Context: an optimization exercise on an open-source flow, tuned for small area, a short achievable clock period and few clock cycles per item. The choices shown serve that exercise and are no tape-out recipe.
Only simulation tests tie the RTL to the original design; equivalence was not proved.
No activity file was given, so power comes from the tool's default toggle rates.

<file path="flow/design.v">
module JAM (
    input CLK,
    input RST,
    output reg [2:0] W,
    output reg [2:0] J,
    input [6:0] Cost,
    output reg [3:0] MatchCount,
    output reg [9:0] MinCost,
    output reg Valid );
localparam [3:0] S_SCAN = 4'd0,   
                 S_WAIT = 4'd1,   
                 S_A0   = 4'd3,   
                 S_ADJ  = 4'd4,   
                 S_PRU  = 4'd5,   
                 S_DINI = 4'd6,   
                 S_DFS  = 4'd7,   
                 S_DONE = 4'd8;
localparam [1:0] T_NONE = 2'd0, T_SCAN = 2'd1, T_ADJ = 2'd2, T_A0 = 2'd3;
reg [3:0]  cs;
reg        fix;           
reg        wz;            
reg        adj_end;
reg        aug;           
reg [7:0]  wv   [0:7];    
reg [7:0]  mv   [0:7];    
reg [2:0]  way  [0:7];    
reg [2:0]  p    [0:7];    
reg [7:0]  mt;            
reg [7:0]  used;          
reg [2:0]  row;           
reg [3:0]  j0;            
reg [6:0]  dl;            
reg [9:0]  base;          
reg [7:0]  best;          
reg [2:0]  j1;            
reg [2:0]  jj;            
reg [1:0]  s1_tag;
reg [9:0]  s1_cb;         
reg [7:0]  s1_w;          
reg [7:0]  s1_corr;       
reg        s1_wb;
reg [2:0]  s1_col;
reg [1:0]  s2_tag;
reg [7:0]  s2_x;          
reg [7:0]  s2_m;
reg [2:0]  s2_col;
reg        s2_mt;         
reg        j1_mt;         
integer q;
function [3:0] next_free;
  input [7:0] u;
  input [3:0] from;
  integer n;
  begin
    next_free = 4'd8;
    for (n = 7; n >= 0; n = n - 1)
      if (!u[n] && n >= from) next_free = n;
  end
endfunction
function [2:0] lowest;
  input [7:0] m;
  integer n;
  begin
    lowest = 3'd0;
    for (n = 7; n >= 0; n = n - 1)
      if (m[n]) lowest = n;
  end
endfunction
function [3:0] nf_next;
  input [7:0] m;
  input [2:0] a;
  integer n;
  begin
    nf_next = 4'd8;
    for (n = 7; n >= 0; n = n - 1)
      if (m[n] && n > a) nf_next = n;
  end
endfunction
function [3:0] nf_prev;
  input [7:0] m;
  input [2:0] a;
  integer n;
  begin
    nf_prev = 4'd8;
    for (n = 0; n < 8; n = n + 1)
      if (m[n] && n < a) nf_prev = n;
  end
endfunction
function [9:0] add10c;
  input [9:0] a, b;
  input       cin;
  reg [9:0] p, g, pp, gg, p2, g2;
  integer i, d;
  begin
    p = a ^ b;
    g = a & b;
    g[0] = g[0] | (p[0] & cin);
    pp = p;
    gg = g;
    for (d = 1; d < 10; d = d * 2) begin
      p2 = pp;
      g2 = gg;
      for (i = 0; i < 10; i = i + 1)
        if (i >= d) begin
          g2[i] = gg[i] | (pp[i] & gg[i - d]);
          p2[i] = pp[i] & pp[i - d];
        end
      pp = p2;
      gg = g2;
    end
    add10c = p ^ {gg[8:0], cin};
  end
endfunction
function [9:0] add3c;
  input [9:0] a, b, c;
  input       cin1, cin2;
  begin
    add3c = add10c(a ^ b ^ c, {(a[8:0] & b[8:0]) | (a[8:0] & c[8:0]) | (b[8:0] & c[8:0]), cin1}, cin2);
  end
endfunction
function lt8;
  input [7:0] a, b;
  reg r, e;
  integer i;
  begin
    r = 1'b0;
    e = 1'b1;
    for (i = 7; i >= 0; i = i - 1) begin
      r = r | (e & ~a[i] & b[i]);
      e = e & ~(a[i] ^ b[i]);
    end
    lt8 = r;
  end
endfunction
wire [3:0]  nf_scan  = next_free(fix ? 8'd0 : used, {1'b0, J} + 4'd1);
wire [3:0]  nf_first = next_free(used, 4'd0);
wire [9:0]  corr10 = add10c({3'd0, dl}, {2'b11, ~mv[J]}, 1'b1);
wire [9:0]  base_a0 = add3c({3'd0, dl}, {2'b11, ~wv[J]}, {3'b111, ~Cost}, 1'b1, 1'b1);
wire [9:0]  wnew10 = add10c({2'd0, s1_w}, {2'd0, s1_corr}, 1'b0);
wire [7:0]  wnew = wnew10[7:0];
wire [9:0]  x2   = add3c(s1_cb, {2'd0, s1_w}, {2'd0, s1_corr}, 1'b0, 1'b0);
wire [7:0]  xsat = s2_x[7] ? 8'hff : s2_x;
wire        xlt  = j0[3] | lt8(xsat, s2_m);
wire        xb   = lt8(xsat, best);
wire        mb   = lt8(s2_m, best);
wire        alt  = lt8(s2_x, best);
wire [7:0]  nmv3 = xlt ? xsat : s2_m;
wire        nbst = xlt ? xb : mb;
wire [7:0]  pbit = 8'd1 << p[s2_col];
wire        nlast = (s2_tag == T_SCAN) & nbst;
wire [7:0]  bestf = nlast ? nmv3 : best;
wire [2:0]  j1f   = nlast ? s2_col : j1;
wire        j1mtf = nlast ? s2_mt : j1_mt;
reg  [7:0]  alive, ina;
reg         pchg;         
integer a, b;
always @(*) begin
  for (a = 0; a < 8; a = a + 1) begin
    ina[a] = 1'b0;
    for (b = 0; b < 8; b = b + 1)
      if (b != a) ina[a] = ina[a] | (mv[b][a] & mt[b]);
    alive[a] = mt[a] & ina[a] & |(mv[a] & mt & ~(8'd1 << a));
  end
end
wire [2:0]  dj      = lowest(best);
wire [7:0]  dused_d = used | (8'd1 << dj);
wire [3:0]  lnext   = nf_next(mt, j1);
wire [2:0]  nf_lo   = lowest(mt);
wire [3:0]  lprev   = nf_prev(mt, j1);
wire [2:0]  cprev   = way[lprev[2:0]];
wire [7:0]  dused_b = used & ~(8'd1 << cprev);
wire [7:0]  gtmask  = 8'hfe << cprev;
wire        ddesc   = !lnext[3] && best != 8'd0;
wire [2:0]  ridx    = (cs == S_DINI) ? nf_lo : ddesc ? lnext[2:0] : lprev[2:0];
wire [7:0]  rrow    = mv[ridx];
always @(posedge CLK) begin
  if (s1_tag != T_NONE && s1_wb) wv[s1_col] <= wnew;
end
always @(posedge CLK or posedge RST) begin
  if (RST) begin
    cs <= S_SCAN;
    W <= 3'd0;
    J <= 3'd0;
    row <= 3'd0;
    j0 <= 4'd8;
    used <= 8'd0;
    mt <= 8'd0;
    dl <= 7'd0;
    base <= 10'd0;
    best <= 8'hff;
    fix <= 1'b1;
    wz <= 1'b1;
    aug <= 1'b0;
    adj_end <= 1'b0;
    s1_tag <= T_NONE;
    s2_tag <= T_NONE;
    MinCost <= 10'd0;
    MatchCount <= 4'd0;
    Valid <= 1'b0;
  end else begin
    s1_tag <= T_NONE;
    s1_cb <= add10c({3'd0, Cost}, base, 1'b0);
    s1_w <= wz ? 8'd0 : wv[J];
    s1_corr <= (fix & used[J]) ? corr10[7:0] : 8'd0;
    s1_wb <= (fix & used[J]) | wz;
    s1_col <= J;
    s2_tag <= s1_tag;
    s2_x <= (|x2[9:8]) ? 8'hff : x2[7:0];
    s2_m <= mv[s1_col];
    s2_col <= s1_col;
    s2_mt <= mt[s1_col];
    if (s2_tag == T_SCAN) begin
      mv[s2_col] <= nmv3;
      if (!j0[3] && xlt) way[s2_col] <= j0[2:0];
      if (nbst) begin
        best <= nmv3;
        j1 <= s2_col;
        j1_mt <= s2_mt;
      end
    end
    if (s2_tag == T_ADJ) begin
      if (s2_col == 3'd0 || alt) begin
        best <= s2_x;
        mt <= pbit;
      end else if (s2_x == best)
        mt <= mt | pbit;
      if (s2_col == 3'd7) begin
        mv[row] <= alt ? pbit :
                   (s2_x == best) ? (mt | pbit) : mt;
        row <= row + 3'd1;
      end
    end
    if (aug) begin
      if (way[jj] == jj) begin
        p[jj] <= row;
        row <= row + 3'd1;
        MinCost <= MinCost + {3'd0, dl};
        aug <= 1'b0;
      end else begin
        p[jj] <= p[way[jj]];
        jj <= way[jj];
      end
    end
    case (cs)
      S_SCAN: begin
        s1_tag <= T_SCAN;
        if (nf_scan[3]) begin
                cs <= S_WAIT;
        end else
          J <= nf_scan[2:0];
      end
      S_WAIT: begin
        if (s1_tag == T_NONE && adj_end) begin
          mt <= 8'hff;
          pchg <= 1'b1;
          cs <= S_PRU;
        end
        else if (s1_tag == T_NONE) begin
          best <= 8'hff;
          dl <= bestf[6:0];
          fix <= 1'b0;
          wz <= 1'b0;
          if (j0[3]) begin
            for (q = 0; q < 8; q = q + 1)
              way[q] <= q;
          end
          if (j1mtf) begin
            used <= (fix ? 8'd0 : used) | (8'd1 << j1f);
            j0 <= {1'b0, j1f};
            W <= p[j1f];
            J <= j1f;
            cs <= S_A0;
          end else begin
            if (fix) used <= 8'd0;
            mt[j1f] <= 1'b1;
            jj <= j1f;
            aug <= 1'b1;
            fix <= 1'b1;
            j0 <= 4'd8;
            base <= 10'd0;
            J <= 3'd0;
            if (row == 3'd7) begin
              W <= 3'd0;
              cs <= S_ADJ;
            end else begin
              W <= row + 3'd1;
              cs <= S_SCAN;
            end
          end
        end
      end
      S_A0: begin
        base <= base_a0;
        J <= nf_first[2:0];
        cs <= S_SCAN;
      end
      S_ADJ: if (!aug) begin
        s1_tag <= T_ADJ;
        J <= J + 3'd1;
        if (J == 3'd7) begin
          W <= W + 3'd1;
          fix <= 1'b0;
          if (W == 3'd7) begin
            adj_end <= 1'b1;
                    cs <= S_WAIT;
          end
        end
      end
      S_PRU: begin
        mt <= alive;
        used <= ~alive;
        pchg <= |(mt & ~alive);
        if (!pchg) begin
          MatchCount <= 4'd1;
          if (mt == 8'd0) begin
            Valid <= 1'b1;
            cs <= S_DONE;
          end else
            cs <= S_DINI;
        end
      end
      S_DINI: begin
        j1 <= nf_lo;
        best <= rrow & ~used;
        MatchCount <= 4'd0;
        cs <= S_DFS;
      end
      S_DFS: begin
        if (!lnext[3] && best != 8'd0) begin
          way[j1] <= dj;
          used <= dused_d;
          best <= rrow & ~dused_d;
          j1 <= lnext[2:0];
        end else begin
          if (lnext[3] && best != 8'd0) MatchCount <= MatchCount + 4'd1;
          if (lprev[3]) begin
            Valid <= 1'b1;
            cs <= S_DONE;
          end else begin
            used <= dused_b;
            best <= rrow & ~dused_b & gtmask;
            j1 <= lprev[2:0];
          end
        end
      end
      default: ;
    endcase
  end
end
endmodule
</file>
<file path="flow/run.sh">
#!/bin/bash
# synth_recipe.tcl (not shown) runs the flow's synth.tcl, then flattens the netlist and writes it again
# the make line also repeats each setting of config.mk as NAME=value (left out here)
make -C /OpenROAD-flow-scripts/flow DESIGN_CONFIG=/design/flow/config.mk WORK_HOME=/design/flow/orfs CLKGATE_MAP_FILE= SYNTH_SCRIPT=/design/flow/synth_recipe.tcl finish
</file>
<file path="flow/config.mk">
export PLATFORM = sky130hd
export DESIGN_NAME = JAM
export DESIGN_NICKNAME = JAM
export VERILOG_FILES = /design/flow/design.v
export SDC_FILE = /design/flow/constraint.sdc
export NUM_CORES = 4
export LEC_CHECK = 0
export CAP_MARGIN = 20
export CORE_MARGIN = 2
export CORE_UTILIZATION = 40
export CTS_CLUSTER_DIAMETER = 100
export CTS_CLUSTER_SIZE = 25
export PLACE_DENSITY = 0.65
export SLEW_MARGIN = 20
</file>
<file path="flow/constraint.sdc">
create_clock -name core_clock -period 4.0 [get_ports {CLK}]
set_input_delay 0.8000 -clock core_clock [delete_from_list [all_inputs] [get_ports {CLK}]]
set_output_delay 0.8000 -clock core_clock [all_outputs]
set_load 0.01 [all_outputs]
</file>
==> key figures, run 1 <==
Run status
  – Status: complete, no violations

Critical path
  – Capturing point of the worst reg2reg path: W[0]
  – Capturing element type of the critical path: register
  – Flop2flop setup slack: approximately 0.085 ns
  – Worst Path Max Fanout: 8
  – Setup crit start: s2_x[7]
  – CP startpoint kind: register
  – R2R depth: 15
  – Worst Path Class, Setup: reg -> reg
  – R2r startpoint: s2_x[7]
  – Data arrival time of the worst path: 4.37 ns
  – Worst Path Required: between 4 and 5 ns

Yosys
  – Cell types with the largest area share after synthesis: sky130_fd_sc_hd__edfxtp_1 32%, sky130_fd_sc_hd__dfrtp_1 8.1%, sky130_fd_sc_hd__mux2_2 4.6%
  – Synthesized area per cell: 9.79 um^2
  – Portion of synthesized cell area occupied by the leading cell type: approximately a third
  – Post-synth design cell area: 21700 um^2
  – Predominant post-synthesis flop cell: sky130_fd_sc_hd__edfxtp_1
  – Number of register bits inferred by synthesis: approximately 320
  – Sequential share of the synthesized area: around two fifths
  – Area leader, netlist: sky130_fd_sc_hd__edfxtp_1
  – Cell with the most instances after synthesis: sky130_fd_sc_hd__nand2_1
  – Net Count, Synth: ~2300
  – Synth warnings: 4
  – Async SR Flop Fraction: around 26%
  – Synth Instances: between 2000 and 2500
  – Cell types with the highest counts after synthesis: 249 x sky130_fd_sc_hd__nand2_1, 234 x sky130_fd_sc_hd__edfxtp_1, 181 x sky130_fd_sc_hd__o21ai_0
  – Number of distinct library cell variants in the gate-level netlist after synthesis: 98
  – Post-synth EDFFs: ~230

Detailed routing
  – Residual antenna-violating net count after detailed routing: 0
  – Iteration count of the initial detailed-routing pass: 9
  – Final Routed Wirelength: 82700 um
  – Detailed-route vias per instance: between 6 and 7
  – Number of remaining DRC errors: 0
  – Vias after detailed routing: about 20000
  – Routed length per instance: around 27 um
  – Starting DRC count in detailed routing: 2776

Placed design
  – Post-DP Area: 23700 um^2
  – Final estimated routing congestion in global placement: around 1.0
  – Port-buffer cells: 29
  – HPWL Detailed: approximately 62000 um

Power and ir drop
  – Switching power: between 10000 and 15000 uW
  – Pwr/cell area: between 900 and 1000 nW/um^2
  – Part of the power in the clock network: 11.4%
  – Leakage: 0.00953 uW
  – Logic pwr share: a little over three fifths
  – Internal: between 10000 and 15000 uW
  – Part of the power in registers: around 26%
  – Sw Ratio: around 49%
  – Maximum VDD drop: 0.435 mV

Clock tree
  – TritonCTS sink count: approximately 320
  – TritonCTS clock tree: yes
  – Hold-fix buffers, CTS: 0
  – Clock transition time at the flip-flop clock pins of the worst setup and hold paths: around 0.1 ns
  – Postcts setup bufs: 0
  – Number of buffers created by CTS: 22
  – Clk Tree Root Cell: sky130_fd_sc_hd__clkbuf_16
  – H-Tree Level Count: 1
  – Largest buffer count on any clock path: 3
  – Clk latency of the worst-skew pair: 0.58 ns

Global routing
  – Initial antenna violation count: 1
  – Gr ovfl total: 0
  – GRT Total Usage: 29.0%
  – Largest net degree at the start of global routing: 78
  – Number of global-route vias before repair: ~18000
  – First-pass GRT wire length: roughly 120000 um

Hold path
  – Capture endpoint of the worst hold path: s2_tag[1]
  – Type of the tightest min-delay check: reg -> reg
  – Hold path start: s1_tag[1]
  – Number of instances on the worst hold path: 0

STA
  – Final worst path period share: 97.9%
  – Final Max Slew Viols: 0
  – Final Hold Viols: 0
  – Slew of the pin with the lowest slew margin: roughly 1.0 ns
  – Slew HR: 31.2%
  – Max frequency: between 200 and 300 MHz
  – Setup clock skew after layout: 0.0330 ns
  – Final setup violation count: 0
  – Final critical path time including I/O delays and setup: between 3 and 4 ns
  – Unrepaired setup endpoints after global routing: no

Final layout
  – Share of final-layout standard cells stronger than drive strength 1: 15.6%
  – Area of all placed cells without fillers: approximately 25000 um^2
  – Total inserted antenna cells: 0
  – Number of nets in the layout: 2410
  – Layout area overhead: 12.7%
  – Final design utilization: around 46%

Job
  – Maximum capacitance violations: 0

Die
  – Core region area: around 54000 um^2
  – DIE AREA: roughly 56000 um^2
  – Vertical extent of the die: about 240 um
  – Core Rows: 85
  – Top Ports: 30
  – Starting Density: between 40% and 50%
  – Die X-Extent: 237 um
-- metrics by stage --
stage / total power, uW / worst slack (ns) / setup TNS, ns / hold slack (ns) / std cells
CTS: 23200 / 0.125 / 0 / 0.426 / 3020
finish: 23600 / 0.0855 / 0 / 0.431 / 3020
detailed placement: 20400 / 0.147 / 0 / 0.398 / 2980
global placement: 20100 / 0.237 / 0 / 0.393 / 2980
global route: 24900 / 0.00611 / 0 / 0.456 / 3020
floorplan: 15000 / -0.746 / -102.34 / 0.367 / 2220
-- state kept, by name (all words and copies together), names as in the netlist, 4 cells and up --
signal,flops
dl,7
s1_w,8
s2_x,8
s1_cb,10
p,24
j0,4
best,8
wv,64
way,24
MinCost,10
cs,4
s2_m,8
mt,8
mv,64
base,10
s1_corr,8
used,8
MatchCount,4
-- power by group through the flow --
stage                     Clock, uW  Combinational, uW  Sequential [uW]
after floorplan                   0               9520             5520
after global placement            0              14000             6100
after detailed placement          0              14300             6120
after CTS                      2720              14400             6050
after global routing           2820              15900             6180
final                          2680              14800             6110
-- cell usage in the layout (no fill, tap or decap), types with 31 or more instances in the layout --
master,count
sky130_fd_sc_hd__a21oi_1,119
sky130_fd_sc_hd__a22oi_1,61
sky130_fd_sc_hd__buf_4,158
sky130_fd_sc_hd__dfrtp_1,68
sky130_fd_sc_hd__edfxtp_1,234
sky130_fd_sc_hd__ha_1,73
sky130_fd_sc_hd__inv_1,106
sky130_fd_sc_hd__mux2_2,88
sky130_fd_sc_hd__mux2i_1,85
sky130_fd_sc_hd__nand2_1,249
sky130_fd_sc_hd__nand3_1,67
sky130_fd_sc_hd__nor2_1,132
sky130_fd_sc_hd__nor2b_1,31
sky130_fd_sc_hd__nor3_1,46
sky130_fd_sc_hd__o21ai_0,180
sky130_fd_sc_hd__o22ai_1,31
sky130_fd_sc_hd__xnor2_1,32
-- worst max-delay path by stage --
stage                   end  cells past startpoint
floorplan           p[0][0]                      3
global placement       W[0]                     14
detailed placement     W[0]                     15
CTS                    W[0]                     15
global route        base[8]                     16
finish                 W[0]                     15
-- what timing repair did --
item	4_1_cts	5_1_grt
endpoints found under the hold margin	0	0
setup endpoints to repair	0	7
resized for setup	0	7
-- critical path, cell delays in order, from the launching register on --
cell and delay [ns]:
sky130_fd_sc_hd__edfxtp_1 0.36, sky130_fd_sc_hd__clkinv_1 0.08, sky130_fd_sc_hd__buf_4 0.17, sky130_fd_sc_hd__ha_1 0.26, sky130_fd_sc_hd__a2111oi_0 0.41, sky130_fd_sc_hd__o21ai_0 0.41
sky130_fd_sc_hd__and3_1 0.32, sky130_fd_sc_hd__nor3_1 0.24, sky130_fd_sc_hd__a21oi_1 0.12, sky130_fd_sc_hd__buf_4 0.20, sky130_fd_sc_hd__ha_1 0.23, sky130_fd_sc_hd__ha_1 0.29
sky130_fd_sc_hd__a22o_1 0.23, sky130_fd_sc_hd__a221oi_1 0.20, sky130_fd_sc_hd__mux2_2 0.19, sky130_fd_sc_hd__o21ai_1 0.07
-- cells by family after synthesis --
logic type / synth area share (%)
AO/OA/AOI/OAI: 20.8
AND/OR/NAND/NOR: 13.8
flip-flops: 41.7
buffers and inverters: 4.52
multiplexers: 11.0
adder cells (fa/ha/maj): 6.37
XOR/XNOR: 1.77
-- metal layers --
layer,up-vias,track usage (%),share of wire [%]
li1,8549,-,-
met1,9590,41.8,43
met2,1157,43.9,43
met3,210,4.42,9.5
met4,0,10.8,4.2
met5,-,0,0
-- area by class of cell --
| class | instances | area (um^2) |
|---|---|---|
| Fill cell | 5083 | 29300 |
| Multi-Input combinational cell | 1663 | 11700 |
| Sequential cell | 315 | 9070 |
| Timing Repair Buffer | 193 | 1600 |
| Tap cell | 696 | 871 |
| Clock buffer | 25 | 562 |
| Inverter | 113 | 428 |
| Clock inverter | 15 | 259 |
Testbench counts, summed over its fixed seeds: cycles 4,584, tables 18.
==> inputs of run 2 (changes only) <==
--- a/flow/config.mk
+++ b/flow/config.mk
@@ -11,4 +11,3 @@
 export CTS_CLUSTER_DIAMETER = 100
 export CTS_CLUSTER_SIZE = 25
-export PLACE_DENSITY = 0.65
 export SLEW_MARGIN = 20
==> run 2 against run 1 <==
- still clean
- sequential share of layout area increased by 0.51 points
- total power decreased by 1.5%
- cell area decreased by 1.4%
- die area unchanged
- utilization decreased by 0.63 points
- maximum frequency increased by 2.2%
- area after synthesis unchanged
- hold slack improved by 0.016 ns
- sequential power decreased by 0.8%
- clock-buffer cell count increased by 1
- global-route usage decreased by 0.62 points
- critical endpoint is now best[4]
- highest routed layer unchanged
==> key figures, run 2 <==
STA
  – Least setup slack across all paths after layout: 0.169 ns (+0.0832 ns)
  – Slew of the pin with the lowest slew margin: 1.27 ns (+0.242 ns)
  – Final Hold Viols: 0 (unchanged)
  – Final critical path time including I/O delays and setup: 3.83 ns (-0.0832 ns)
  – Final setup violation count: 0 (unchanged)
  – Final worst path period share: 95.8% (-2.1 points)
  – Setup TNS after final layout: 0 ns (unchanged)
  – Setup clock skew after layout: 0.0561 ns (+0.0231 ns)
  – Max frequency: 261 MHz (+2.2%)
  – Slew HR: 15.5% (-16 points)
  – Final Max Slew Viols: 0 (unchanged)

Clock tree
  – H-Tree Level Count: 1 (unchanged)
  – Number of buffers created by CTS: 20 (-9.1%)
  – TritonCTS clock tree: yes
  – Clk latency of the worst-skew pair: 0.59 ns (about the same)
  – Clock transition time at the flip-flop clock pins of the worst setup and hold paths: 0.10 ns (about the same)
  – Clk Tree Root Cell: sky130_fd_sc_hd__clkbuf_16
  – Hold-fix buffers, CTS: 0 (unchanged)
  – Largest buffer count on any clock path: 3 (unchanged)
  – TritonCTS sink count: 315 (unchanged)

Die
  – DIE AREA: 56200 um^2 (unchanged)
  – Top Ports: 30 (unchanged)
  – Core Rows: 85 (unchanged)
  – Starting Density: 40.4% (unchanged)
  – Vertical extent of the die: 237 um (unchanged)
  – Die X-Extent: 237 um (unchanged)
  – Core region area: 53800 um^2 (unchanged)

Critical path
  – R2r startpoint: j1[1]
  – Capturing element type of the critical path: register
  – Last element of the critical path: best[4]
  – Setup crit start: j1[1]
  – Worst Path Max Fanout: 15 (+7)
  – CP startpoint kind: register
  – Capturing point of the worst reg2reg path: best[4]
  – Worst Path Class, Setup: reg -> reg
  – Flop2flop setup slack: 0.17 ns (+0.08 ns)
  – R2R depth: 10 (-5)
  – Data arrival time of the worst path: 4.28 ns (-0.09 ns)
  – Worst Path Required: 4.45 ns (about the same)

Placed design
  – Worst Setup Slack post-DPL: 0.205 ns (+0.0577 ns)
  – Port-buffer cells: 29 (unchanged)
  – HPWL Detailed: 61000 um (-1.5%)
  – Total placed cells including tap cells: 2956 (-0.81%)
  – Final estimated routing congestion in global placement: 1.05 (+0.35%)

Global routing
  – First-pass GRT wire length: 120000 um (-1.7%)
  – Gr ovfl total: 0 (unchanged)
  – Number of global-route vias before repair: 18100 (-1.8%)
  – GRT Total Usage: 28.3% (-0.62 points)
  – Largest net degree at the start of global routing: 101 (+29%)
  – Initial antenna violation count: 6 (+5)

Detailed routing
  – Final Routed Wirelength: 81000 um (-2.1%)
  – Detailed-route vias per instance: 6.42 (-0.65%)
  – Number of remaining DRC errors: 0 (unchanged)
  – Routed length per instance: 27.0 um (-1.3%)
  – Starting DRC count in detailed routing: 2671 (-3.8%)
  – Iteration count of the initial detailed-routing pass: 9 (unchanged)
  – Residual antenna-violating net count after detailed routing: 0 (unchanged)
  – Vias after detailed routing: 19200 (-1.5%)

Yosys
  – Number of register bits inferred by synthesis: 315 (unchanged)
  – Predominant post-synthesis flop cell: sky130_fd_sc_hd__edfxtp_1
  – Synthesized area per cell: 9.79 um^2 (unchanged)
  – Portion of synthesized cell area occupied by the leading cell type: 32.3% (unchanged)
  – Post-synth EDFFs: 234 (unchanged)
  – Area leader, netlist: sky130_fd_sc_hd__edfxtp_1
  – Synth Instances: 2220 (unchanged)
  – Cell types with the largest area share after synthesis: sky130_fd_sc_hd__edfxtp_1 32%, sky130_fd_sc_hd__dfrtp_1 8.1%, sky130_fd_sc_hd__mux2_2 4.6%
  – Cell types with the highest counts after synthesis: 249 x sky130_fd_sc_hd__nand2_1, 234 x sky130_fd_sc_hd__edfxtp_1, 181 x sky130_fd_sc_hd__o21ai_0
  – Synth warnings: 4 (unchanged)
  – Cell with the most instances after synthesis: sky130_fd_sc_hd__nand2_1
  – Async SR Flop Fraction: 25.7% (unchanged)
  – Number of distinct library cell variants in the gate-level netlist after synthesis: 98 (unchanged)
  – Net Count, Synth: 2322 (unchanged)
  – Post-synth design cell area: 21700 um^2 (unchanged)
  – Sequential share of the synthesized area: 41.7% (unchanged)

Job
  – Maximum capacitance violations: 0 (unchanged)

Final layout
  – Layout area overhead: 11.2%
  – Most common library cell in the layout ignoring fill and taps: sky130_fd_sc_hd__nand2_1
  – Non-filler instance count after layout: 2994 (-0.86%)
  – Commonest cells after routing, fill and taps aside: 249 x sky130_fd_sc_hd__nand2_1, 234 x sky130_fd_sc_hd__edfxtp_1, 181 x sky130_fd_sc_hd__o21ai_0, 137 x sky130_fd_sc_hd__buf_4, 132 x sky130_fd_sc_hd__nor2_1
  – Share of final-layout standard cells stronger than drive strength 1: 14.5% (-1.1 points)
  – Top flop regs: mv: 64 flops, wv: 64 flops
  – Number of nets in the layout: 2385 (-1.0%)

Hold path
  – Type of the tightest min-delay check: reg -> reg
  – Number of instances on the worst hold path: 0 (unchanged)

Power and ir drop
  – Leakage: 0.00935 uW (-1.9%)
  – Maximum VDD drop: 0.386 mV (-11%)
  – Pwr/cell area: 961 nW/um^2 (about the same)

Run status
  – Status: complete, no violations
[run 2: worst min path at each step]
stage	from	end	slack [ns]
2_1_floorplan	s1_tag[0]	s2_tag[0]	0.37
3_3_place_gp	s1_tag[1]	s2_tag[1]	0.40
3_5_place_dp	s1_tag[1]	s2_tag[1]	0.41
4_1_cts	s1_tag[0]	s2_tag[0]	0.43
5_1_grt	s1_tag[0]	s2_tag[0]	0.44
6_report	s1_tag[0]	s2_tag[0]	0.45
[run 2: through the flow]
stage	instance area, um^2	power [uW]	hold slack, ns	util (%)
finish	24200	23200	0.447	44.9
global route	24200	24500	0.445	44.9
CTS	24100	22800	0.434	44.9
detailed placement	23400	20400	0.405	43.6
global placement	23400	20200	0.400	43.6
floorplan	21700	15000	0.367	-
[run 2: layer usage]
metal | GRT usage, % | share of wire, % | up-vias
li1 | - | - | 8506
met1 | 42.1 | 44 | 9436
met2 | 42.1 | 43 | 1094
met3 | 3.81 | 9.5 | 177
met4 | 10.0 | 3.7 | 0
met5 | 0 | 0 | -
[run 2: cell type report]
| class | count | area [um^2] |
|---|---|---|
| timing repair buffer | 170 | 1390 |
| multi-input combinational | 1663 | 11700 |
| antenna | 1 | 2.50 |
| clock inverter | 10 | 131 |
| clock buffer | 26 | 564 |
| fill | 5099 | 29600 |
| tap | 696 | 871 |
| inverter | 113 | 428 |
| sequential | 315 | 9070 |
[run 2: report_power, final]
group | internal [uW] | leakage (uW) | switching, uW | total, uW
Sequential | 4910 | 0.00320 | 1150 | 6060
Combinational | 5770 | 0.00581 | 8990 | 14800
Clock | 1070 | 0.000336 | 1330 | 2400
Total | 11800 | 0.00935 | 11500 | 23200
[run 2: worst max-delay path: stages (launching register included)]
cell                       delay (ns)
sky130_fd_sc_hd__edfxtp_1        0.64
sky130_fd_sc_hd__nor2b_1         0.11
sky130_fd_sc_hd__o21ai_0         0.49
sky130_fd_sc_hd__a31oi_2         0.18
sky130_fd_sc_hd__o221ai_1        0.61
sky130_fd_sc_hd__and2_1          0.39
sky130_fd_sc_hd__buf_4           0.19
sky130_fd_sc_hd__mux2i_1         0.37
sky130_fd_sc_hd__o221ai_1        0.22
sky130_fd_sc_hd__nand3b_1        0.30
sky130_fd_sc_hd__o211ai_1        0.20
[run 2: logic make-up after synthesis]
family | share of synthesized area, %
adder cells (fa/ha/maj) | 6.37
flip-flops | 41.7
buffers and inverters | 4.52
AND/OR/NAND/NOR | 13.8
multiplexers | 11.0
AO/OA/AOI/OAI | 20.8
XOR/XNOR | 1.77
[run 2: repair_timing]
action                                  4_1_cts  5_1_grt
gates resized for setup                       0        4
endpoints found under the setup margin        0        4
buffers inserted                              0        1
==> inputs of run 3 (changes only) <==
--- a/flow/config.mk
+++ b/flow/config.mk
@@ -10,4 +10,4 @@
 export CORE_UTILIZATION = 40
 export CTS_CLUSTER_DIAMETER = 100
-export CTS_CLUSTER_SIZE = 25
+export CTS_CLUSTER_SIZE = 15
 export SLEW_MARGIN = 20
==> run 3 against run 2 <==
- sequential share of layout area down 0.20 points
- flip-flop and latch count unchanged
- still clean
- routed wire length up 0.35%
- critical endpoint unchanged
- clock power up 11%
- largest power group unchanged
- highest routed layer is now met5
- die area unchanged
==> key figures, run 3 <==
Critical path
  – Worst Path Required: 4.47 ns (+0.02 ns)
  – Library cell contributing the largest single delay on the critical path: sky130_fd_sc_hd__edfxtp_1
  – Worst Path Class, Setup: reg -> reg
  – Data arrival time of the worst path: 4.30 ns (+0.02 ns)
  – R2r startpoint: j1[1]
  – Setup crit start: j1[1]
  – Capturing element type of the critical path: register
  – Cell Chain, Critical Path: nor2b_1 > o21ai_0 > a31oi_2 > o221ai_1 > and2_1 > buf_4 > mux2i_1 > o221ai_1 > nand3b_1 > o211ai_1
  – Maximum single-stage delay on the critical path: 0.65 ns (about the same)
  – CP startpoint kind: register
  – Worst path most repeated cell: sky130_fd_sc_hd__o221ai_1
  – Worst Path Max Fanout: 15 (unchanged)

Yosys
  – Synth Instances: 2220 (unchanged)
  – Synthesized area per cell: 9.79 um^2 (unchanged)
  – Area leader, netlist: sky130_fd_sc_hd__edfxtp_1
  – Number of register bits inferred by synthesis: 315 (unchanged)
  – Cell types with the largest area share after synthesis: sky130_fd_sc_hd__edfxtp_1 32%, sky130_fd_sc_hd__dfrtp_1 8.1%, sky130_fd_sc_hd__mux2_2 4.6%
  – Predominant post-synthesis flop cell: sky130_fd_sc_hd__edfxtp_1
  – Cell types with the highest counts after synthesis: 249 x sky130_fd_sc_hd__nand2_1, 234 x sky130_fd_sc_hd__edfxtp_1, 181 x sky130_fd_sc_hd__o21ai_0
  – Synth warnings: 4 (unchanged)
  – Sequential share of the synthesized area: 41.7% (unchanged)
  – Async SR Flop Fraction: 25.7% (unchanged)
  – Portion of synthesized cell area occupied by the leading cell type: 32.3% (unchanged)
  – Number of distinct library cell variants in the gate-level netlist after synthesis: 98 (unchanged)
  – Net Count, Synth: 2322 (unchanged)
  – Cell with the most instances after synthesis: sky130_fd_sc_hd__nand2_1
  – Post-synth EDFFs: 234 (unchanged)
  – Post-synth design cell area: 21700 um^2 (unchanged)

STA
  – Setup clock skew after layout: 0.0244 ns (-0.0317 ns)
  – Setup TNS after final layout: 0 ns (unchanged)
  – Final worst path period share: 95.7% (-0.12 points)
  – Slew HR: 20.4% (+4.8 points)
  – Unrepaired setup endpoints after global routing: no
  – Slew of the pin with the lowest slew margin: 1.19 ns (-0.0727 ns)
  – Final critical path time including I/O delays and setup: 3.83 ns (-0.00466 ns)
  – Final Max Slew Viols: 0 (unchanged)
  – Max frequency: 261 MHz (+0.12%)
  – Final Hold Viols: 0 (unchanged)
  – Final setup violation count: 0 (unchanged)

Final layout
  – Count of filler cells inserted in the layout: 5095 (-0.078%)
  – Non-filler instance count after layout: 3006 (+0.40%)
  – Top flop regs: mv: 64 flops, wv: 64 flops
  – Most common library cell in the layout ignoring fill and taps: sky130_fd_sc_hd__nand2_1
  – Number of nets in the layout: 2392 (+0.29%)
  – Area of all placed cells without fillers: 24300 um^2 (+0.53%)
  – Layout area overhead: 11.8%
  – Share of final-layout standard cells stronger than drive strength 1: 14.5% (+0.048 points)
  – Commonest cells after routing, fill and taps aside: 249 x sky130_fd_sc_hd__nand2_1, 234 x sky130_fd_sc_hd__edfxtp_1, 180 x sky130_fd_sc_hd__o21ai_0, 137 x sky130_fd_sc_hd__buf_4, 132 x sky130_fd_sc_hd__nor2_1
  – Total inserted antenna cells: 0 (-1)
  – Final design utilization: 45.1% (+0.24 points)

Global routing
  – First-pass GRT wire length: 121000 um (+0.52%)
  – Initial antenna violation count: 6 (unchanged)
  – GRT Total Usage: 28.5% (+0.13 points)
  – Largest net degree at the start of global routing: 101 (unchanged)
  – Gr ovfl total: 0 (unchanged)
  – Number of global-route vias before repair: 18200 (+0.63%)

Detailed routing
  – Iteration count of the initial detailed-routing pass: 10 (+1)
  – Residual antenna-violating net count after detailed routing: 0 (unchanged)
  – Starting DRC count in detailed routing: 2933 (+9.8%)
  – Vias after detailed routing: 19300 (+0.37%)
  – Final Routed Wirelength: 81300 um (+0.35%)
  – Routed length per instance: 27.0 um (about the same)
  – Number of remaining DRC errors: 0 (unchanged)
  – Detailed-route vias per instance: 6.42 (about the same)

Placed design
  – Post-DP Area: 23400 um^2 (unchanged)
  – Total placed cells including tap cells: 2956 (unchanged)
  – Final estimated routing congestion in global placement: 1.05 (unchanged)
  – Port-buffer cells: 29 (unchanged)
  – HPWL Detailed: 61000 um (unchanged)

Clock tree
  – Clock transition time at the flip-flop clock pins of the worst setup and hold paths: 0.08 ns (-0.02 ns)
  – TritonCTS clock tree: yes
  – Hold-fix buffers, CTS: 0 (unchanged)
  – Number of buffers created by CTS: 27 (+35%)
  – Clk latency of the worst-skew pair: 0.58 ns (about the same)
  – TritonCTS sink count: 315 (unchanged)
  – Clk Tree Root Cell: sky130_fd_sc_hd__clkbuf_16
  – H-Tree Level Count: 1 (unchanged)
  – Largest buffer count on any clock path: 3 (unchanged)

Power and ir drop
  – Pwr/cell area: 968 nW/um^2 (+0.74%)
  – Leakage: 0.00941 uW (+0.64%)
  – Maximum VDD drop: 0.392 mV (+1.5%)

Die
  – DIE AREA: 56200 um^2 (unchanged)
  – Starting Density: 40.4% (unchanged)
  – Core region area: 53800 um^2 (unchanged)
  – Vertical extent of the die: 237 um (unchanged)
  – Top Ports: 30 (unchanged)
  – Die X-Extent: 237 um (unchanged)
  – Core Rows: 85 (unchanged)

Job
  – Maximum capacitance violations: 0 (unchanged)

Hold path
  – Type of the tightest min-delay check: reg -> reg
  – Hold path start: s1_tag[1]

Run status
  – Status: complete, no violations
run 3: critical path, delay by kind of cell, from the launching register on:
| kind | cells | cell delay (ns) |
|---|---|---|
| compound gates | 5 | 1.69 |
| buf+inv | 1 | 0.19 |
| flops | 1 | 0.65 |
| mux | 1 | 0.39 |
| simple gates | 3 | 0.80 |
run 3: power by group:
part	internal [uW]	switching [uW]
clock network	1330	1330
logic	5770	9020
registers	4920	1150
total	12000	11500
run 3: kinds of logic (layout without fill, tap and decap cells):
family                     count (synthesis)  in the layout  synth area share [%]
adders and majority gates                100            100                  6.37
and+or+nand+nor                          643            643                  13.8
buffers and inverters                    242            332                  4.52
muxes                                    197            197                  11.0
DFF                                      315            315                  41.7
AOI/OAI and AO/OA                        679            679                  20.8
xor gates and xnor gates                  44             44                  1.77
run 3: per-layer routing:
layer  GRT usage (%)  share of wire [%]  up-vias
li1                -                  -     8517
met3            4.73                9.8      205
met5               0              0.011        -
met4            9.41                3.9        2
met2            42.5                 42     1165
met1            41.8                 44     9395
run 3: stage by stage:
step                      power [uW]  worst slack (ns)  hold slack [ns]
after global routing           24800            0.0234            0.475
after detailed placement       20400             0.205            0.405
after CTS                      23100             0.199            0.438
after global placement         20200             0.274            0.400
after floorplan                15000            -0.746            0.367
final                          23500             0.173            0.443
run 3: what timing repair did:
item                       4_1_cts  5_1_grt
gates resized for setup          0        7
setup endpoints to repair        0        4
setup buffers                    0        1
run 3: worst paths after layout:
| kind | endpoint | slack, ns | depth (start not counted) |
|---|---|---|---|
| max | best[4] | 0.17 | 10 |
| min in group asynchronous | mt[0] | 1.08 | 3 |
| min | s2_tag[1] | 0.44 | 0 |
| max reg2reg | best[4] | 0.17 | 10 |
| min reg2reg | s2_tag[1] | 0.44 | 0 |
| max in group asynchronous | best[4] | 1.74 | 4 |
run 3: final cells by class:
type / instances / area [um^2] / area share (%)
multi-input combinational: 1663 / 11700 / 48.2
tap: 696 / 871 / 3.58
clock inverter: 5 / 46.3 / 0.191
sequential: 315 / 9070 / 37.3
inverter: 113 / 428 / 1.76
timing repair buffer: 170 / 1390 / 5.72
clock buffer: 44 / 771 / 3.17
==> inputs of run 4 (changes only) <==
--- a/flow/config.mk
+++ b/flow/config.mk
@@ -9,5 +9,5 @@
 export CORE_MARGIN = 2
 export CORE_UTILIZATION = 40
-export CTS_CLUSTER_DIAMETER = 100
-export CTS_CLUSTER_SIZE = 15
+export CTS_CLUSTER_DIAMETER = 140
+export CTS_CLUSTER_SIZE = 20
 export SLEW_MARGIN = 20
==> run 4 against run 3 <==
- sequential power barely moved
- synthesized cell count is the same
- clock skew up 0.010 ns
- cell area fell by 1.1%
- sequential share of layout area increased by 0.42 points
- critical endpoint unchanged
- combinational power hardly changed
- still clean
- highest routed layer is now met4
- global-route usage down 0.14 points
- total power decreased by 2.4%
- largest cell class unchanged
- flip-flop and latch count is the same
- hold slack got worse by 0.017 ns
- critical path type unchanged
- utilization fell by 0.51 points
==> key figures, run 4 <==
Run status
  – Status: complete, no violations

Yosys
  – Portion of synthesized cell area occupied by the leading cell type: 32.3% (unchanged)
  – Net Count, Synth: 2322 (unchanged)
  – Synth Area in Compound Gates: 20.8% (unchanged)
  – Post-synth EDFFs: 234 (unchanged)
  – Mux contribution to synthesized area: 11.0% (unchanged)
  – Cell types with the largest area share after synthesis: sky130_fd_sc_hd__edfxtp_1 32%, sky130_fd_sc_hd__dfrtp_1 8.1%, sky130_fd_sc_hd__mux2_2 4.6%
  – Combinational family with the most area after synthesis: compound AO/OA/AOI/OAI gates
  – Synth warnings: 4 (unchanged)
  – Simple-gate share of the synthesized area: 13.8% (unchanged)
  – Async SR Flop Fraction: 25.7% (unchanged)
  – Area leader, netlist: sky130_fd_sc_hd__edfxtp_1
  – Cell types with the highest counts after synthesis: 249 x sky130_fd_sc_hd__nand2_1, 234 x sky130_fd_sc_hd__edfxtp_1, 181 x sky130_fd_sc_hd__o21ai_0
  – Cell with the most instances after synthesis: sky130_fd_sc_hd__nand2_1
  – Number of distinct library cell variants in the gate-level netlist after synthesis: 98 (unchanged)
  – Area share of xor/xnor cells in the synthesized design: 1.77% (unchanged)
  – Synth Instances: 2220 (unchanged)
  – Post-synth design cell area: 21700 um^2 (unchanged)
  – Synthesized area per cell: 9.79 um^2 (unchanged)
  – Number of register bits inferred by synthesis: 315 (unchanged)
  – Sequential share of the synthesized area: 41.7% (unchanged)
  – Predominant post-synthesis flop cell: sky130_fd_sc_hd__edfxtp_1
  – Adder-cell share of the synthesized area: 6.37% (unchanged)

STA
  – Max frequency: 262 MHz (+0.34%)
  – Slew of the pin with the lowest slew margin: 1.28 ns (+0.0810 ns)
  – Final Hold Viols: 0 (unchanged)
  – Final worst path period share: 95.3% (-0.32 points)
  – Setup clock skew after layout: 0.0347 ns (+0.0103 ns)
  – Final critical path time including I/O delays and setup: 3.81 ns (-0.0128 ns)
  – Final setup violation count: 0 (unchanged)
  – Slew HR: 15.0% (-5.4 points)
  – Unrepaired setup endpoints after global routing: no
  – Final worst hold slack: 0.426 ns (-0.0166 ns)
  – Setup TNS after final layout: 0 ns (unchanged)
  – Final Max Slew Viols: 0 (unchanged)

Global routing
  – Number of global-route vias before repair: 18200 (-0.19%)
  – First-pass GRT wire length: 120000 um (-0.51%)
  – Gr ovfl total: 0 (unchanged)
  – Initial antenna violation count: 8 (+2)
  – Largest net degree at the start of global routing: 101 (unchanged)
  – GRT Total Usage: 28.3% (-0.14 points)

Detailed routing
  – Iteration count of the initial detailed-routing pass: 9 (-1)
  – Detailed-route vias per instance: 6.47 (+0.84%)
  – Final Routed Wirelength: 81100 um (-0.21%)
  – Starting DRC count in detailed routing: 2801 (-4.5%)
  – Number of remaining DRC errors: 0 (unchanged)
  – Residual antenna-violating net count after detailed routing: 0 (unchanged)
  – Vias after detailed routing: 19400 (+0.40%)
  – Routed length per instance: 27.1 um (+0.23%)

Clock tree
  – H-Tree Level Count: 1 (unchanged)
  – TritonCTS sink count: 315 (unchanged)
  – Number of buffers created by CTS: 19 (-30%)
  – Clk Tree Root Cell: sky130_fd_sc_hd__clkbuf_16
  – Largest buffer count on any clock path: 3 (unchanged)
  – Clk latency of the worst-skew pair: 0.56 ns (-0.02 ns)
  – Hold-fix buffers, CTS: 0 (unchanged)
  – TritonCTS clock tree: yes
  – Clock transition time at the flip-flop clock pins of the worst setup and hold paths: 0.11 ns (+0.03 ns)

Power and ir drop
  – Maximum VDD drop: 0.384 mV (-2.0%)
  – Leakage: 0.00927 uW (-1.5%)
  – Pwr/cell area: 955 nW/um^2 (-1.3%)

Die
  – Vertical extent of the die: 237 um (unchanged)
  – Starting Density: 40.4% (unchanged)
  – Die X-Extent: 237 um (unchanged)
  – Core Rows: 85 (unchanged)
  – Top Ports: 30 (unchanged)
  – DIE AREA: 56200 um^2 (unchanged)
  – Core region area: 53800 um^2 (unchanged)

Placed design
  – Final estimated routing congestion in global placement: 1.05 (unchanged)
  – HPWL Detailed: 61000 um (unchanged)
  – Port-buffer cells: 29 (unchanged)

Final layout
  – Most common library cell in the layout ignoring fill and taps: sky130_fd_sc_hd__nand2_1
  – Layout area overhead: 10.5%
  – Number of nets in the layout: 2384 (-0.33%)
  – Top flop regs: mv: 64 flops, wv: 64 flops
  – Share of final-layout standard cells stronger than drive strength 1: 14.1% (-0.47 points)
  – Commonest cells after routing, fill and taps aside: 249 x sky130_fd_sc_hd__nand2_1, 234 x sky130_fd_sc_hd__edfxtp_1, 180 x sky130_fd_sc_hd__o21ai_0, 137 x sky130_fd_sc_hd__buf_4, 132 x sky130_fd_sc_hd__nor2_1
  – Count of filler cells inserted in the layout: 5116 (+0.41%)
  – Final design utilization: 44.6% (-0.51 points)

Critical path
  – Data arrival time of the worst path: 4.27 ns (-0.03 ns)
  – Cell Chain, Critical Path: nor2b_1 > o21ai_0 > a31oi_2 > o221ai_1 > and2_1 > buf_4 > mux2i_1 > o221ai_1 > nand3b_1 > o211ai_1
  – Family of cells with the greatest summed delay on the critical path: compound AO/OA/AOI/OAI gates
  – Worst Path Required: 4.45 ns (-0.02 ns)
  – Capturing element type of the critical path: register
  – Capturing point of the worst reg2reg path: best[4]
  – Worst Path Class, Setup: reg -> reg
  – CP startpoint kind: register
  – Maximum single-stage delay on the critical path: 0.65 ns (about the same)
  – Number of buffer and inverter instances along the worst setup path: 1 (unchanged)
  – Worst path most repeated cell: sky130_fd_sc_hd__o221ai_1
  – R2R depth: 10 (unchanged)
  – Library cell contributing the largest single delay on the critical path: sky130_fd_sc_hd__edfxtp_1
  – Worst Path Max Fanout: 15 (unchanged)
  – R2r startpoint: j1[1]
  – Flop2flop setup slack: 0.19 ns (about the same)

Hold path
  – Capture endpoint of the worst hold path: s2_tag[1]
  – Number of instances on the worst hold path: 0 (unchanged)
  – Hold path start: s1_tag[1]
  – Type of the tightest min-delay check: reg -> reg

Job
  – Maximum capacitance violations: 0 (unchanged)
## run 4: cell counts after synthesis
Identical to the previous run, type by type.
## run 4: final cells by class
cell class | count | area, um^2 | area share, %
Inverter | 113 | 428 | 1.78
Clock buffer | 32 | 524 | 2.18
Antenna cell | 2 | 5.00 | 0.0208
Multi-Input combinational cell | 1663 | 11700 | 48.8
Clock inverter | 2 | 15.0 | 0.0625
Tap cell | 696 | 871 | 3.63
Sequential cell | 315 | 9070 | 37.7
Timing Repair Buffer | 170 | 1390 | 5.79
## run 4: power by group
group | leakage [uW] | internal [uW] | total, uW | switching, uW
clock | 0.000259 | 911 | 2100 | 1190
combinational | 0.00581 | 5770 | 14800 | 9010
sequential | 0.00320 | 4910 | 6070 | 1150
## run 4: what timing repair did
item	CTS	global route
resized for setup	0	7
buffers inserted	0	1
hold endpoints to repair	0	0
setup endpoints to repair	0	4
## run 4: logic make-up (layout without fill, tap and decap cells)
family                     count (synthesis)  in the layout
AOI/OAI and AO/OA                        679            679
and+or+nand+nor                          643            643
DFF                                      315            315
buffers and inverters                    242            317
muxes                                    197            197
adders and majority gates                100            100
xor gates and xnor gates                  44             44
other                                      0              2
## run 4: how the worst max path moves through the flow
stage                     slack [ns]    endpoint    start  cells after the start
after floorplan                -0.75     p[0][0]      RST                      3
after global placement          0.27        W[0]  s2_x[0]                     15
after detailed placement        0.20  s1_corr[7]     J[0]                     18
after CTS                       0.18        W[1]  s2_x[0]                     16
after global routing            0.02     base[8]     J[0]                     14
final                           0.19     best[4]    j1[1]                     10
## run 4: metrics by stage
stage / setup slack [ns] / cells / total power [uW] / cell area [um^2]
2_1_floorplan: -0.746 / 2220 / 15000 / 21700
6_report: 0.186 / 2993 / 22900 / 24000
4_1_cts: 0.181 / 2990 / 22500 / 24000
3_3_place_gp: 0.274 / 2956 / 20200 / 23400
5_1_grt: 0.0161 / 2992 / 24200 / 24000
3_5_place_dp: 0.205 / 2956 / 20400 / 23400
## run 4: metal layers
layer  wire length, um  global-route usage, %
met5                 0                      0
met4              3540                   10.9
met3              7590                   4.22
met2             34300                   41.9
met1             35700                   41.7
==> inputs of run 5 (changes only) <==
--- a/flow/config.mk
+++ b/flow/config.mk
@@ -8,6 +8,6 @@
 export CAP_MARGIN = 20
 export CORE_MARGIN = 2
-export CORE_UTILIZATION = 40
-export CTS_CLUSTER_DIAMETER = 140
+export CORE_UTILIZATION = 45
+export CTS_CLUSTER_DIAMETER = 100
 export CTS_CLUSTER_SIZE = 20
 export SLEW_MARGIN = 20
==> run 5 against run 4 <==
- combinational power about the same
- die area down 11%
- worst setup slack better by 0.038 ns
- maximum frequency up 1.0%
- synthesized cell count unchanged
- still clean on timing, DRC and antenna
- clock power up 17%
- largest cell class unchanged
- sequential power about the same
==> key figures, run 5 <==
Yosys
  – Cell types with the highest counts after synthesis: 249 x sky130_fd_sc_hd__nand2_1, 234 x sky130_fd_sc_hd__edfxtp_1, 181 x sky130_fd_sc_hd__o21ai_0
  – Cell types with the largest area share after synthesis: sky130_fd_sc_hd__edfxtp_1 32%, sky130_fd_sc_hd__dfrtp_1 8.1%, sky130_fd_sc_hd__mux2_2 4.6%
  – Predominant post-synthesis flop cell: sky130_fd_sc_hd__edfxtp_1
  – Synthesized area per cell: 9.79 um^2 (unchanged)
  – Number of distinct library cell variants in the gate-level netlist after synthesis: 98 (unchanged)
  – Synth Instances: 2220 (unchanged)
  – Sequential share of the synthesized area: 41.7% (unchanged)
  – Cell with the most instances after synthesis: sky130_fd_sc_hd__nand2_1
  – Post-synth EDFFs: 234 (unchanged)
  – Number of register bits inferred by synthesis: 315 (unchanged)
  – Post-synth design cell area: 21700 um^2 (unchanged)
  – Synth warnings: 4 (unchanged)
  – Async SR Flop Fraction: 25.7% (unchanged)
  – Portion of synthesized cell area occupied by the leading cell type: 32.3% (unchanged)
  – Area leader, netlist: sky130_fd_sc_hd__edfxtp_1
  – Net Count, Synth: 2322 (unchanged)

Detailed routing
  – Iteration count of the initial detailed-routing pass: 8 (-1)
  – Number of remaining DRC errors: 0 (unchanged)
  – Routed length per instance: 28.0 um (+3.4%)
  – Residual antenna-violating net count after detailed routing: 0 (unchanged)
  – Detailed-route vias per instance: 6.56 (+1.3%)
  – Final Routed Wirelength: 81900 um (+0.98%)
  – Vias after detailed routing: 19200 (-1.0%)
  – Starting DRC count in detailed routing: 2735 (-2.4%)

Final layout
  – Area of all placed cells without fillers: 24100 um^2 (+0.48%)
  – Top flop regs: mv: 64 flops, wv: 64 flops
  – Most common library cell in the layout ignoring fill and taps: sky130_fd_sc_hd__nand2_1
  – Number of nets in the layout: 2394 (+0.42%)
  – Non-filler instance count after layout: 2924 (-2.3%)
  – Count of filler cells inserted in the layout: 4404 (-14%)
  – Sequential cell area: 9070 um^2 (unchanged)
  – Share of final-layout standard cells stronger than drive strength 1: 14.7% (+0.66 points)
  – Commonest cells after routing, fill and taps aside: 249 x sky130_fd_sc_hd__nand2_1, 234 x sky130_fd_sc_hd__edfxtp_1, 179 x sky130_fd_sc_hd__o21ai_0, 144 x sky130_fd_sc_hd__buf_4, 132 x sky130_fd_sc_hd__nor2_1
  – Final design utilization: 50.6% (+5.9 points)
  – Area of the multi-input gates: 11700 um^2 (about the same)
  – Layout area overhead: 11.0%

STA
  – Final Max Slew Viols: 0 (unchanged)
  – Least setup slack across all paths after layout: 0.224 ns (+0.0377 ns)
  – Final Hold Viols: 0 (unchanged)
  – Max frequency: 265 MHz (+1.0%)
  – Setup clock skew after layout: 0.0268 ns (-0.00786 ns)
  – Slew of the pin with the lowest slew margin: 0.962 ns (-0.313 ns)
  – Final setup violation count: 0 (unchanged)
  – Unrepaired setup endpoints after global routing: no
  – Slew HR: 35.6% (+21 points)
  – Final worst path period share: 94.4% (-0.94 points)
  – Final critical path time including I/O delays and setup: 3.78 ns (-0.0377 ns)

Die
  – Die X-Extent: 224 um (-5.6%)
  – Core region area: 47700 um^2 (-11%)
  – Vertical extent of the die: 224 um (-5.6%)
  – Core Rows: 80 (-5.9%)
  – Starting Density: 45.5% (+5.1 points)
  – Top Ports: 30 (unchanged)
  – DIE AREA: 50100 um^2 (-11%)

Hold path
  – Type of the tightest min-delay check: reg -> reg

Clock tree
  – Number of buffers created by CTS: 22 (+3)
  – Clk Tree Root Cell: sky130_fd_sc_hd__clkbuf_16
  – Clk latency of the worst-skew pair: 0.58 ns (+0.02 ns)
  – Post-cts sizing count: 0 (unchanged)
  – Hold-fix buffers, CTS: 0 (unchanged)
  – TritonCTS clock tree: yes
  – Postcts setup bufs: 0 (unchanged)
  – Largest buffer count on any clock path: 3 (unchanged)
  – Clock transition time at the flip-flop clock pins of the worst setup and hold paths: 0.09 ns (-0.02 ns)
  – H-Tree Level Count: 1 (unchanged)
  – TritonCTS sink count: 315 (unchanged)

Placed design
  – Post-DP Area: 23400 um^2 (-0.12%)
  – Worst Setup Slack post-DPL: 0.0877 ns (-0.117 ns)
  – HPWL Detailed: 61300 um (+0.55%)
  – Port-buffer cells: 29 (unchanged)
  – Total placed cells including tap cells: 2883 (-2.5%)
  – Final estimated routing congestion in global placement: 1.02 (-2.9%)

Critical path
  – Last element of the critical path: s1_corr[7]
  – Data arrival time of the worst path: 4.10 ns (-0.17 ns)
  – Capturing point of the worst reg2reg path: s1_corr[7]
  – R2r startpoint: J[0]
  – Worst Path Required: 4.32 ns (-0.13 ns)
  – Capturing element type of the critical path: register
  – Worst Path Class, Setup: reg -> reg
  – Flop2flop setup slack: 0.22 ns (+0.04 ns)
  – CP startpoint kind: register
  – R2R depth: 17 (+7)
  – Setup crit start: J[0]
  – Worst Path Max Fanout: 12 (-3)

Run status
  – Status: complete, no violations

Global routing
  – Largest net degree at the start of global routing: 126 (+25%)
  – First-pass GRT wire length: 122000 um (+1.7%)
  – GRT Total Usage: 32.6% (+4.3 points)
  – Gr ovfl total: 0 (unchanged)
  – Initial antenna violation count: 10 (+2)
  – Number of global-route vias before repair: 18100 (-0.32%)

Power and ir drop
  – Maximum VDD drop: 0.536 mV (+39%)
  – Pwr/cell area: 969 nW/um^2 (+1.5%)
  – Leakage: 0.00938 uW (+1.2%)

Job
  – Maximum capacitance violations: 0 (unchanged)
-- run 5: area by class of cell --
cell class	instances	share of cell area (%)
diodes	1	0.0104
clock buffers	33	2.58
clock inverters	7	0.316
inverters	113	1.77
multi-input cells	1663	48.6
flip-flops and latches	315	37.6
well taps	615	3.19
repair buffers	177	6.01
-- run 5: cells by family (layout without fill, tap and decap cells) --
logic type	Yosys count	in the layout	share of synthesized area, %
AO/OA/AOI/OAI	679	679	20.8
XOR/XNOR	44	44	1.77
adder cells (fa/ha/maj)	100	100	6.37
buffers and inverters	242	330	4.52
flip-flops	315	315	41.7
multiplexers	197	197	11.0
other	0	1	0
AND/OR/NAND/NOR	643	643	13.8
-- run 5: metal layers --
metal,vias up,share of wire [%],wire length (um),track usage [%]
li1,8536,-,-,-
met1,9353,43,35500,47.3
met2,1074,43,34900,48.7
met3,197,10,8340,6.82
met4,8,3.7,3030,10.5
met5,-,0.055,45,0
-- run 5: worst max-delay path: stages, from the launching register on --
cell and delay, ns:
sky130_fd_sc_hd__dfrtp_1 0.43, sky130_fd_sc_hd__buf_4 0.19, sky130_fd_sc_hd__ha_1 0.28, sky130_fd_sc_hd__buf_4 0.22, sky130_fd_sc_hd__a222oi_1 0.30, sky130_fd_sc_hd__a21oi_1 0.12, sky130_fd_sc_hd__a221oi_1 0.51, sky130_fd_sc_hd__a21oi_1 0.18
sky130_fd_sc_hd__ha_1 0.21, sky130_fd_sc_hd__inv_1 0.09, sky130_fd_sc_hd__a21o_1 0.13, sky130_fd_sc_hd__a21o_1 0.15, sky130_fd_sc_hd__a21oi_1 0.07, sky130_fd_sc_hd__o21bai_1 0.23, sky130_fd_sc_hd__a21o_1 0.15, sky130_fd_sc_hd__a21oi_1 0.07
sky130_fd_sc_hd__xnor2_1 0.15, sky130_fd_sc_hd__nor2_1 0.05
-- run 5: worst min path at each step --
| stage | start | cells after the start | endpoint | slack (ns) |
|---|---|---|---|---|
| after floorplan | s1_tag[0] | 0 | s2_tag[0] | 0.37 |
| after global placement | s1_tag[1] | 0 | s2_tag[1] | 0.40 |
| after detailed placement | s1_tag[1] | 0 | s2_tag[1] | 0.39 |
| after CTS | s1_tag[1] | 0 | s2_tag[1] | 0.40 |
| after global routing | s1_tag[1] | 0 | s2_tag[1] | 0.41 |
| final | s1_tag[1] | 0 | s2_tag[1] | 0.41 |
-- run 5: per-stage QoR --
stage / hold WS [ns] / TNS [ns] / power [uW]
finish: 0.412 / 0 / 23400
CTS: 0.401 / 0 / 23000
global route: 0.408 / 0 / 24800
global placement: 0.395 / 0 / 20300
floorplan: 0.367 / -102.34 / 15000
detailed placement: 0.385 / 0 / 20500
-- run 5: where the power goes --
group	total (uW)	internal, uW	switching, uW	leakage (uW)
clock	2450	1120	1330	0.000342
sequential	6090	4910	1180	0.00320
combinational	14900	5820	9030	0.00584
==> inputs of run 6 (changes only) <==
--- a/flow/config.mk
+++ b/flow/config.mk
@@ -8,5 +8,5 @@
 export CAP_MARGIN = 20
 export CORE_MARGIN = 2
-export CORE_UTILIZATION = 45
+export CORE_UTILIZATION = 55
 export CTS_CLUSTER_DIAMETER = 100
 export CTS_CLUSTER_SIZE = 20
==> run 6 against run 5 <==
- via count rose by 1.6%
- global-route usage rose by 5.3 points
- clock power fell by 11%
- still clean
- utilization rose by 11 points
- critical path depth did not move
- clock-buffer cell count rose by 1
- final cell count fell by 3.4%
- largest power group unchanged
- worst setup slack got worse by 0.087 ns
- flip-flop and latch count did not move
- critical endpoint is now W[1]
- total power fell by 2.7%
==> key figures, run 6 <==
Run status
  – Status: complete, no violations

STA
  – Final worst path period share: 96.6% (+2.2 points)
  – Setup TNS after final layout: 0 ns (unchanged)
  – Final critical path time including I/O delays and setup: 3.86 ns (+0.0868 ns)
  – Slew of the pin with the lowest slew margin: 1.14 ns (+0.173 ns)
  – Final Max Slew Viols: 0 (unchanged)
  – Setup clock skew after layout: 0.0370 ns (+0.0101 ns)
  – Final worst hold slack: 0.421 ns (+0.00874 ns)
  – Max frequency: 259 MHz (-2.2%)
  – Least setup slack across all paths after layout: 0.137 ns (-0.0868 ns)
  – Final setup violation count: 0 (unchanged)
  – Slew HR: 23.9% (-12 points)
  – Final Hold Viols: 0 (unchanged)

Placed design
  – Worst Setup Slack post-DPL: 0.0557 ns (-0.0320 ns)
  – Port-buffer cells: 29 (unchanged)
  – HPWL Detailed: 58800 um (-4.1%)
  – Final estimated routing congestion in global placement: 1.07 (+4.4%)

Detailed routing
  – Number of remaining DRC errors: 0 (unchanged)
  – Vias after detailed routing: 19500 (+1.6%)
  – Routed length per instance: 27.9 um (-0.51%)
  – Residual antenna-violating net count after detailed routing: 0 (unchanged)
  – Final Routed Wirelength: 78700 um (-3.9%)
  – Detailed-route vias per instance: 6.90 (+5.2%)
  – Starting DRC count in detailed routing: 2731 (-0.15%)
  – Iteration count of the initial detailed-routing pass: 7 (-1)

Clock tree
  – Hold-fix buffers, CTS: 0 (unchanged)
  – Clock transition time at the flip-flop clock pins of the worst setup and hold paths: 0.10 ns (about the same)
  – TritonCTS clock tree: yes
  – TritonCTS sink count: 315 (unchanged)
  – Number of buffers created by CTS: 20 (-9.1%)
  – Clk latency of the worst-skew pair: 0.56 ns (-0.02 ns)
  – Clk Tree Root Cell: sky130_fd_sc_hd__clkbuf_16
  – H-Tree Level Count: 1 (unchanged)
  – Largest buffer count on any clock path: 3 (unchanged)

Global routing
  – GRT Total Usage: 37.9% (+5.3 points)
  – Largest net degree at the start of global routing: 84 (-33%)
  – Initial antenna violation count: 2 (-8)
  – First-pass GRT wire length: 117000 um (-4.1%)
  – Gr ovfl total: 0 (unchanged)
  – Number of global-route vias before repair: 18100 (+0.26%)

Critical path
  – CP startpoint kind: register
  – Worst Path Class, Setup: reg -> reg
  – Setup crit start: best[0]
  – Flop2flop setup slack: 0.14 ns (-0.09 ns)
  – Last element of the critical path: W[1]
  – Worst Path Max Fanout: 9 (-3)
  – Worst Path Required: 4.44 ns (+0.12 ns)
  – Data arrival time of the worst path: 4.30 ns (+0.20 ns)
  – Capturing element type of the critical path: register
  – R2r startpoint: best[0]
  – Capturing point of the worst reg2reg path: W[1]
  – R2R depth: 17 (unchanged)

Yosys
  – Synth warnings: 4 (unchanged)
  – Sequential share of the synthesized area: 41.7% (unchanged)
  – Cell types with the highest counts after synthesis: 249 x sky130_fd_sc_hd__nand2_1, 234 x sky130_fd_sc_hd__edfxtp_1, 181 x sky130_fd_sc_hd__o21ai_0
  – Post-synth design cell area: 21700 um^2 (unchanged)
  – Predominant post-synthesis flop cell: sky130_fd_sc_hd__edfxtp_1
  – Synth Instances: 2220 (unchanged)
  – Cell types with the largest area share after synthesis: sky130_fd_sc_hd__edfxtp_1 32%, sky130_fd_sc_hd__dfrtp_1 8.1%, sky130_fd_sc_hd__mux2_2 4.6%
  – Async SR Flop Fraction: 25.7% (unchanged)
  – Cell with the most instances after synthesis: sky130_fd_sc_hd__nand2_1
  – Portion of synthesized cell area occupied by the leading cell type: 32.3% (unchanged)
  – Net Count, Synth: 2322 (unchanged)
  – Synthesized area per cell: 9.79 um^2 (unchanged)
  – Number of register bits inferred by synthesis: 315 (unchanged)
  – Post-synth EDFFs: 234 (unchanged)
  – Area leader, netlist: sky130_fd_sc_hd__edfxtp_1
  – Number of distinct library cell variants in the gate-level netlist after synthesis: 98 (unchanged)

Power and ir drop
  – Pwr/cell area: 952 nW/um^2 (-1.8%)
  – Leakage: 0.00934 uW (-0.51%)
  – Total chip power: 22800 uW (-2.7%)
  – Maximum VDD drop: 0.505 mV (-5.7%)

Final layout
  – Commonest cells after routing, fill and taps aside: 249 x sky130_fd_sc_hd__nand2_1, 234 x sky130_fd_sc_hd__edfxtp_1, 181 x sky130_fd_sc_hd__o21ai_0, 148 x sky130_fd_sc_hd__buf_4, 132 x sky130_fd_sc_hd__nor2_1
  – Total inserted antenna cells: 0 (-1)
  – Top flop regs: mv: 64 flops, wv: 64 flops
  – Most common library cell in the layout ignoring fill and taps: sky130_fd_sc_hd__nand2_1
  – Final design utilization: 61.6% (+11 points)
  – Layout area overhead: 10.0%
  – Number of nets in the layout: 2394 (unchanged)
  – Share of final-layout standard cells stronger than drive strength 1: 14.6% (-0.16 points)

Die
  – Vertical extent of the die: 203 um (-9.4%)
  – DIE AREA: 41100 um^2 (-18%)
  – Core region area: 38800 um^2 (-19%)
  – Die X-Extent: 203 um (-9.4%)
  – Core Rows: 72 (-10%)
  – Starting Density: 56.0% (+10 points)
  – Top Ports: 30 (unchanged)

Job
  – Maximum capacitance violations: 0 (unchanged)

Hold path
  – Type of the tightest min-delay check: reg -> reg
run 6: cell counts after synthesis:
No cell type changed its count.
run 6: metal layers:
layer  vias up  track usage, %  wire length, um
met4         2            15.7             3730
met5         -               0                8
met1      9444            54.6            32000
met3       205            7.43             9010
met2      1297            56.3            33900
li1       8526               -                -
run 6: what timing repair did:
item                       in CTS  in global routing
gates resized for setup         0                  7
setup endpoints to repair       0                  9
buffers inserted                0                  0
run 6: logic make-up after synthesis:
| kind of cell | after synthesis | share of synthesized area [%] |
|---|---|---|
| adders and majority gates | 100 | 6.37 |
| AOI/OAI and AO/OA | 679 | 20.8 |
| xor gates and xnor gates | 44 | 1.77 |
| and+or+nand+nor | 643 | 13.8 |
| DFF | 315 | 41.7 |
| buffers and inverters | 242 | 4.52 |
| muxes | 197 | 11.0 |
run 6: cell type report:
cell class	count	area (um^2)
Fill cell	3291	14900
Multi-Input combinational cell	1663	11700
Sequential cell	315	9070
Timing Repair Buffer	179	1440
Tap cell	518	648
Clock buffer	34	574
Inverter	113	428
Clock inverter	2	27.5
run 6: worst min path at each step:
stage	end	slack (ns)	startpoint	depth (start not counted)
2_1_floorplan	s2_tag[0]	0.37	s1_tag[0]	0
3_3_place_gp	s2_tag[0]	0.39	s1_tag[0]	0
3_5_place_dp	s2_tag[1]	0.39	s1_tag[1]	0
4_1_cts	s2_tag[1]	0.42	s1_tag[1]	0
5_1_grt	s2_tag[1]	0.43	s1_tag[1]	0
6_report	s2_tag[1]	0.42	s1_tag[1]	0
run 6: critical path, cell delays in order (launching register included):
cell                       delay (ns)
sky130_fd_sc_hd__dfstp_2         0.55
sky130_fd_sc_hd__buf_4           0.18
sky130_fd_sc_hd__nor2b_1         0.16
sky130_fd_sc_hd__maj3_1          0.20
sky130_fd_sc_hd__a21oi_1         0.08
sky130_fd_sc_hd__o21ai_0         0.46
sky130_fd_sc_hd__nand3_1         0.33
sky130_fd_sc_hd__nand2_4         0.19
sky130_fd_sc_hd__mux2i_4         0.32
sky130_fd_sc_hd__inv_1           0.13
sky130_fd_sc_hd__ha_1            0.21
sky130_fd_sc_hd__buf_4           0.17
sky130_fd_sc_hd__a22oi_1         0.20
sky130_fd_sc_hd__nand4_1         0.13
sky130_fd_sc_hd__o21ai_0         0.11
sky130_fd_sc_hd__nand3_1         0.11
sky130_fd_sc_hd__o211ai_1        0.12
sky130_fd_sc_hd__a21oi_1         0.09
run 6: power by group:
| group | leakage (uW) | internal, uW | switching [uW] | total, uW |
|---|---|---|---|---|
| logic | 0.00585 | 5670 | 8830 | 14500 |
| clock network | 0.000287 | 1000 | 1190 | 2190 |
| registers | 0.00320 | 4910 | 1160 | 6070 |
| total | 0.00934 | 11600 | 11200 | 22800 |
run 6: metrics by stage:
stage               cells  instance area [um^2]
floorplan            2220                 21700
global placement     2788                 23300
detailed placement   2788                 23300
CTS                  2824                 23900
global route         2824                 23900
finish               2824                 23900

-- afterwards: timing with drivers on the ports --
In the flow no input, the clock included, has a driving cell. The finished layouts below were timed again as built, in two steps.
Step 1, drivers: a clkbuf_16 drives CLK and a buf_2 each remaining input, both assumed.
Step 2 also shifts input and output timing later by t, the mid clock arrival at the registers, as if the neighbouring blocks saw the same clock.
a / b / c = no drivers / after step 1 / after step 2; a / b = the first two.
run | t (ns) | slack for setup (ns) | worst setup path at the end | worst slew at a driven data input, ns
run 1 | 0.624 | 0.085 / 0.085 / 0.085 | register to register | 0.05
run 2 | 0.612 | 0.169 / 0.169 / 0.169 | register to register | 0.03
run 3 | 0.624 | 0.173 / 0.173 / 0.173 | register to register | 0.03
run 4 | 0.607 | 0.186 / 0.186 / 0.186 | register to register | 0.03
run 5 | 0.622 | 0.224 / 0.224 / 0.224 | register to register | 0.03
run 6 | 0.599 | 0.137 / 0.137 / 0.137 | register to register | 0.05
After both steps setup and hold are still met in every run listed.
